Context: an optimization exercise on an open-source flow, tuned for small area. The choices shown serve that exercise and are no tape-out recipe. Function was checked by simulation only, so behaviour that the tests miss may differ from the original.

==> 02-21: inputs <==
==> flow/design.v <==
module router_fifo(clk,rst,rd_en,we,din,dout,full,cnt_nz,sft_rst,rd_eff);
input clk,rst,rd_en,we,sft_rst;
input [7:0]din;
output [7:0]dout;
output full,cnt_nz,rd_eff;
reg [7:0]mem[15:0];
reg [4:0]cnt;
reg rd_q;
integer i;
wire wr_eff;
assign full=cnt[4];
assign cnt_nz=|cnt;
assign rd_eff=rd_en&cnt_nz&!sft_rst;
assign wr_eff=we&!full&!sft_rst;
always@(posedge clk)
begin
	if(wr_eff)
	begin
		mem[0]<=din;
		for(i=1;i<16;i=i+1)
			mem[i]<=mem[i-1];
	end
end
always@(posedge clk)
begin
	if(!rst||sft_rst)
		cnt<=5'd0;
	else if(wr_eff&&!rd_eff)
		cnt<=cnt+1'b1;
	else if(rd_eff&&!wr_eff)
		cnt<=cnt-1'b1;
end
always@(posedge clk)
begin
	if(!rst)
		rd_q<=1'b0;
	else
		rd_q<=rd_eff;
end
reg [7:0]mo;
always@(*)
begin
	mo=8'h00;
	for(i=0;i<16;i=i+1)
		mo=mo|({8{rd_q&&cnt[3:0]==i}}&mem[i]);
end
assign dout=mo;
endmodule
module rfsm(clk,rst,pkt_vld,din,sft_any,cnt_nz0,cnt_nz1,cnt_nz2,fifo_full,parity_done,low_pkt_vld,addr,busy,detect_add,wait_state,lfd_state,ld_state,laf_state,cpe_state,write_enb_reg);
input clk,rst,pkt_vld,sft_any,cnt_nz0,cnt_nz1,cnt_nz2,fifo_full,parity_done,low_pkt_vld;
input [1:0]din;
output reg [1:0]addr;
output busy,detect_add,wait_state,lfd_state,ld_state,laf_state,cpe_state,write_enb_reg;
parameter DECODE_ADDRESS = 3'b000,
	  WAIT_TILL_EMPTY=3'b001,
	  LOAD_FIRST_DATA = 3'b010,
	  LOAD_DATA = 3'b011,
	  LOAD_PARITY=3'b100,
	  FIFO_FULL_STATE=3'b101,
	  LOAD_AFTER_FULL=3'b110,
	  CHECK_PARITY_ERROR=3'b111;
reg [2:0] state,next;
reg din_empty,addr_empty;
always@(posedge clk)
begin
	if(!rst)
		addr<=2'd0;
	else if(state==DECODE_ADDRESS)
		addr<=din;
end
always@(posedge clk)
begin
	if(!rst||sft_any)
		state<=DECODE_ADDRESS;
	else
		state<=next;
end
always@(*)
begin
	case(din)
		2'd0:din_empty=!cnt_nz0;
		2'd1:din_empty=!cnt_nz1;
		default:din_empty=!cnt_nz2;
	endcase
	case(addr)
		2'd0:addr_empty=!cnt_nz0;
		2'd1:addr_empty=!cnt_nz1;
		2'd2:addr_empty=!cnt_nz2;
		default:addr_empty=1'b0;
	endcase
end
always@(*)
begin
	next=DECODE_ADDRESS;
	case(state)
		DECODE_ADDRESS:
			if(pkt_vld&&din!=2'd3)
				next=din_empty?LOAD_FIRST_DATA:WAIT_TILL_EMPTY;
		WAIT_TILL_EMPTY:
			next=addr_empty?LOAD_FIRST_DATA:WAIT_TILL_EMPTY;
		LOAD_FIRST_DATA:
			next=LOAD_DATA;
		LOAD_DATA:
			if(fifo_full)
				next=FIFO_FULL_STATE;
			else if(!pkt_vld)
				next=LOAD_PARITY;
			else
				next=LOAD_DATA;
		LOAD_PARITY:
			next=CHECK_PARITY_ERROR;
		FIFO_FULL_STATE:
			next=fifo_full?FIFO_FULL_STATE:LOAD_AFTER_FULL;
		LOAD_AFTER_FULL:
			if(parity_done)
				next=DECODE_ADDRESS;
			else if(low_pkt_vld)
				next=LOAD_PARITY;
			else
				next=LOAD_DATA;
		CHECK_PARITY_ERROR:
			next=fifo_full?FIFO_FULL_STATE:DECODE_ADDRESS;
	endcase
end
assign detect_add=(state==DECODE_ADDRESS);
assign wait_state=(state==WAIT_TILL_EMPTY);
assign lfd_state=(state==LOAD_FIRST_DATA);
assign ld_state=(state==LOAD_DATA);
assign laf_state=(state==LOAD_AFTER_FULL);
assign cpe_state=(state==CHECK_PARITY_ERROR);
assign write_enb_reg=(state==LOAD_DATA)||(state==LOAD_PARITY)||(state==LOAD_AFTER_FULL);
assign busy=!((state==DECODE_ADDRESS)||(state==LOAD_DATA));
endmodule
module router_reg(clk,rst,pkt_vld,din,fifo_full,detect_add,wait_state,lfd_state,ld_state,laf_state,cpe_state,parity_done,low_pkt_vld,err,dout);
input clk,rst,pkt_vld,fifo_full,detect_add,wait_state,lfd_state,ld_state,laf_state,cpe_state;
input [7:0]din;
output reg parity_done,low_pkt_vld,err;
output reg [7:0]dout;
reg [7:0]par;
wire load_parity=(ld_state&&!pkt_vld&&!fifo_full)||(laf_state&&!parity_done&&low_pkt_vld);
always@(posedge clk)
begin
	if(detect_add||(ld_state&&!fifo_full)||(!pkt_vld&&!ld_state&&!wait_state&&!lfd_state))
		dout<=din;
end
always@(posedge clk)
begin
	if(!rst||cpe_state)
		low_pkt_vld<=1'b0;
	else if(ld_state&&!pkt_vld)
		low_pkt_vld<=1'b1;
end
always@(posedge clk)
begin
	if(detect_add)
		par<=din;
	else if(lfd_state&&!pkt_vld)
		par<=8'd0;
	else if((ld_state&&pkt_vld)||load_parity)
		par<=par^din;
end
always@(posedge clk)
begin
	if(!rst||detect_add)
		parity_done<=1'b0;
	else if(load_parity)
		parity_done<=1'b1;
end
always@(posedge clk)
begin
	if(!rst)
		err<=1'b0;
	else
		err<=parity_done&&(par!=8'd0);
end
endmodule
module rsynch(clk,rst,rd_en,cnt_nz,vld_out,sft_rst);
input clk,rst,rd_en,cnt_nz;
output vld_out,sft_rst;
reg [4:0]count;
assign sft_rst=&count;
assign vld_out=cnt_nz&!sft_rst;
always@(posedge clk)
begin
	if(!rst||!vld_out||rd_en)
		count<=5'b11110;
	else
		count<={count[3:0],count[4]^count[2]};
end
endmodule
module router_top(clk,rst,din,rd_en0,rd_en1,rd_en2,pkt_vld,vld_out0,vld_out1,vld_out2,dout0,dout1,dout2,busy,err);
input clk,rst,rd_en0,rd_en1,rd_en2,pkt_vld;
input [7:0] din;
output vld_out0,vld_out1,vld_out2,busy,err;
output [7:0]dout0,dout1,dout2;
wire [7:0]data;
wire [1:0]addr;
wire full0,full1,full2,nz0,nz1,nz2,sft_rst0,sft_rst1,sft_rst2,rde0,rde1,rde2;
wire detect_add,wait_state,lfd_state,ld_state,laf_state,cpe_state,write_enb_reg,parity_done,low_pkt_vld;
reg fifo_full;
always@(*)
begin
	case(addr)
		2'd0:fifo_full=full0;
		2'd1:fifo_full=full1;
		2'd2:fifo_full=full2;
		default:fifo_full=1'b0;
	endcase
end
rfsm FSM(clk,rst,pkt_vld,din[1:0],sft_rst0|sft_rst1|sft_rst2,nz0,nz1,nz2,fifo_full,parity_done,low_pkt_vld,addr,busy,detect_add,wait_state,lfd_state,ld_state,laf_state,cpe_state,write_enb_reg);
router_reg REG(clk,rst,pkt_vld,din,fifo_full,detect_add,wait_state,lfd_state,ld_state,laf_state,cpe_state,parity_done,low_pkt_vld,err,data);
rsynch SYN0(clk,rst,rd_en0,nz0,vld_out0,sft_rst0);
rsynch SYN1(clk,rst,rd_en1,nz1,vld_out1,sft_rst1);
rsynch SYN2(clk,rst,rd_en2,nz2,vld_out2,sft_rst2);
router_fifo FIFO_0(clk,rst,rd_en0,write_enb_reg&&addr==2'd0,data,dout0,full0,nz0,sft_rst0,rde0);
router_fifo FIFO_1(clk,rst,rd_en1,write_enb_reg&&addr==2'd1,data,dout1,full1,nz1,sft_rst1,rde1);
router_fifo FIFO_2(clk,rst,rd_en2,write_enb_reg&&addr==2'd2,data,dout2,full2,nz2,sft_rst2,rde2);
endmodule
==> flow/flow/run.sh <==
#!/bin/bash
# Own layout flow: the standard layout (standard.sh) with
#  - the standard synthesis script, but an area-oriented ABC mapping script
#    (flow/area.abc) for the combinational logic; registers are mapped by
#    dfflibmap before ABC exactly as in the standard synthesis,
#  - smaller port buffers,
#  - a clock tree of clkbuf_8 leaves (up to 18 sinks each) without dummy loads,
#  - no pre-placement upsizing (ABC buffers are removed instead),
#  - global placement that does not keep its timing-driven buffering, and
#    downsizing of non-critical cells after global routing.
set -euo pipefail
W=$PWD
sed "s#log_cmd abc {\*}\$abc_args#set abc_args [lreplace \$abc_args 1 1 $W/flow/area.abc]; log_cmd abc {*}\$abc_args#" \
  "$FLOW_HOME/scripts/synth.tcl" > "$W/synth_area.tcl"
grep -q "flow/area.abc" "$W/synth_area.tcl"
sed "s#source \$::env(SCRIPTS_DIR)/synth.tcl#source $W/synth_area.tcl#" synth_recipe.tcl > "$W/synth_recipe_area.tcl"
grep -q "synth_area.tcl" "$W/synth_recipe_area.tcl"
sed "s#SYNTH_SCRIPT=[^ ]*#SYNTH_SCRIPT=$W/synth_recipe_area.tcl#" standard.sh > "$W/standard_area.sh"
grep -q "synth_recipe_area.tcl" "$W/standard_area.sh"
export BUFFER_PORTS_ARGS="-buffer_cell sky130_fd_sc_hd__buf_1"
export REMOVE_ABC_BUFFERS=1
export RECOVER_POWER=100
export GPL_KEEP_OVERFLOW=0
export CTS_ARGS="-sink_clustering_enable -repair_clock_nets -sink_clustering_size 18 -sink_clustering_max_diameter 100 -buf_list sky130_fd_sc_hd__clkbuf_8 -dont_use_dummy_load"
bash "$W/standard_area.sh" finish > standard_flow.log 2>&1
==> flow/flow/area.abc <==
strash
&get -n
&st
&syn4
&dch -f
&nf -a -R 100
&put
topo
stime -c
==> flow/standard.sh <==
#!/bin/bash
# synth_recipe.tcl (not shown) runs the flow's synth.tcl, then flattens the netlist and writes it again
# the make line also repeats each setting of config.mk as NAME=value (left out here)
make -C /OpenROAD-flow-scripts/flow DESIGN_CONFIG=/design/flow/config.mk WORK_HOME=/design/flow/orfs CLKGATE_MAP_FILE= SYNTH_SCRIPT=/design/flow/synth_recipe.tcl "${@:-finish}"
==> flow/config.mk <==
export PLATFORM = sky130hd
export DESIGN_NAME = router_top
export DESIGN_NICKNAME = router_top
export VERILOG_FILES = /design/flow/design.v
export SDC_FILE = /design/flow/constraint.sdc
export NUM_CORES = 4
export LEC_CHECK = 0
export CAP_MARGIN = 5
export CORE_MARGIN = 2
export CORE_UTILIZATION = 60
export PLACE_DENSITY = 0.8
export SLEW_MARGIN = 5
==> flow/constraint.sdc <==
create_clock -name core_clock -period 4.0 [get_ports {clk}]
set_input_delay 0.8000 -clock core_clock [delete_from_list [all_inputs] [get_ports {clk}]]
set_output_delay 0.8000 -clock core_clock [all_outputs]
set_load 0.01 [all_outputs]
==> 10-15 (differences from 02-21) <==
==> flow/flow/area.abc (replaced) <==
strash
&get -n
&st
&syn2
&dch -f
&nf -a -R 100
&put
topo
stime -c
- PLACE_DENSITY: 0.8 -> not set
==> results.cfg <==
[power_and_ir_drop]
internal_power_mw = 6.73

[setup_path]
critical_path.cell_chain = nand3_1 > nor2_1 > a222oi_1 > and4_1 > nand3_1 > buf_1

[synthesis]
yosys.area_share.xor_xnor_pct = 1.08

[floorplanning]
die_h_um = 169

[global_routing]
grt_pass1_wl_mm = 54.2

[run_status]
status = complete, no violations

[layout]
multi_input_cells = 506
-- figures above: 10-15

==> results.cfg <==
[run_status]
status = complete, no violations

[setup_path]
cp_num_buf_inv = 1
critical_path.cell_chain = or3b_1 > nor2_1 > a22oi_1 > and3_1 > nand4_1 > buf_1

[power_and_ir_drop]
internal_power_mw = 6.63

[layout]
multi_input_cells = 478

[synthesis]
yosys.area_share.xor_xnor_pct = 0.487

[detailed_routing]
drc = 0

[global_routing]
grt_pass1_wl_mm = 51.8

[floorplanning]
die_h_um = 168
-- figures above: 02-21

[static timing again, ports no longer ideal]
In the flow no input, the clock included, has a driving cell. The finished layouts below were timed again as built, in two steps. Step 1 sets driving cells, clkbuf_16 on the clock port and buf_2 on the other inputs (assumed; they add their load-dependent delay and slew). Step 2 moves the port delays by t, midway between the first and last clock arrival at a register: inputs arrive t later, outputs are due t later. That takes back most of the time a late clock gives input paths. Three values: no drivers, after step 1, after step 2; two values: the first two.
| run | t, ns | slack for setup (ns) | worst setup path after step 2 |
|---|---|---|---|
| 02-21 | 0.633 | 0.193 / 0.148 / 0.287 | register to register |
| 10-15 | 0.641 | 0.236 / 0.189 / 0.381 | register to register |
After both steps every run listed still meets setup and hold.
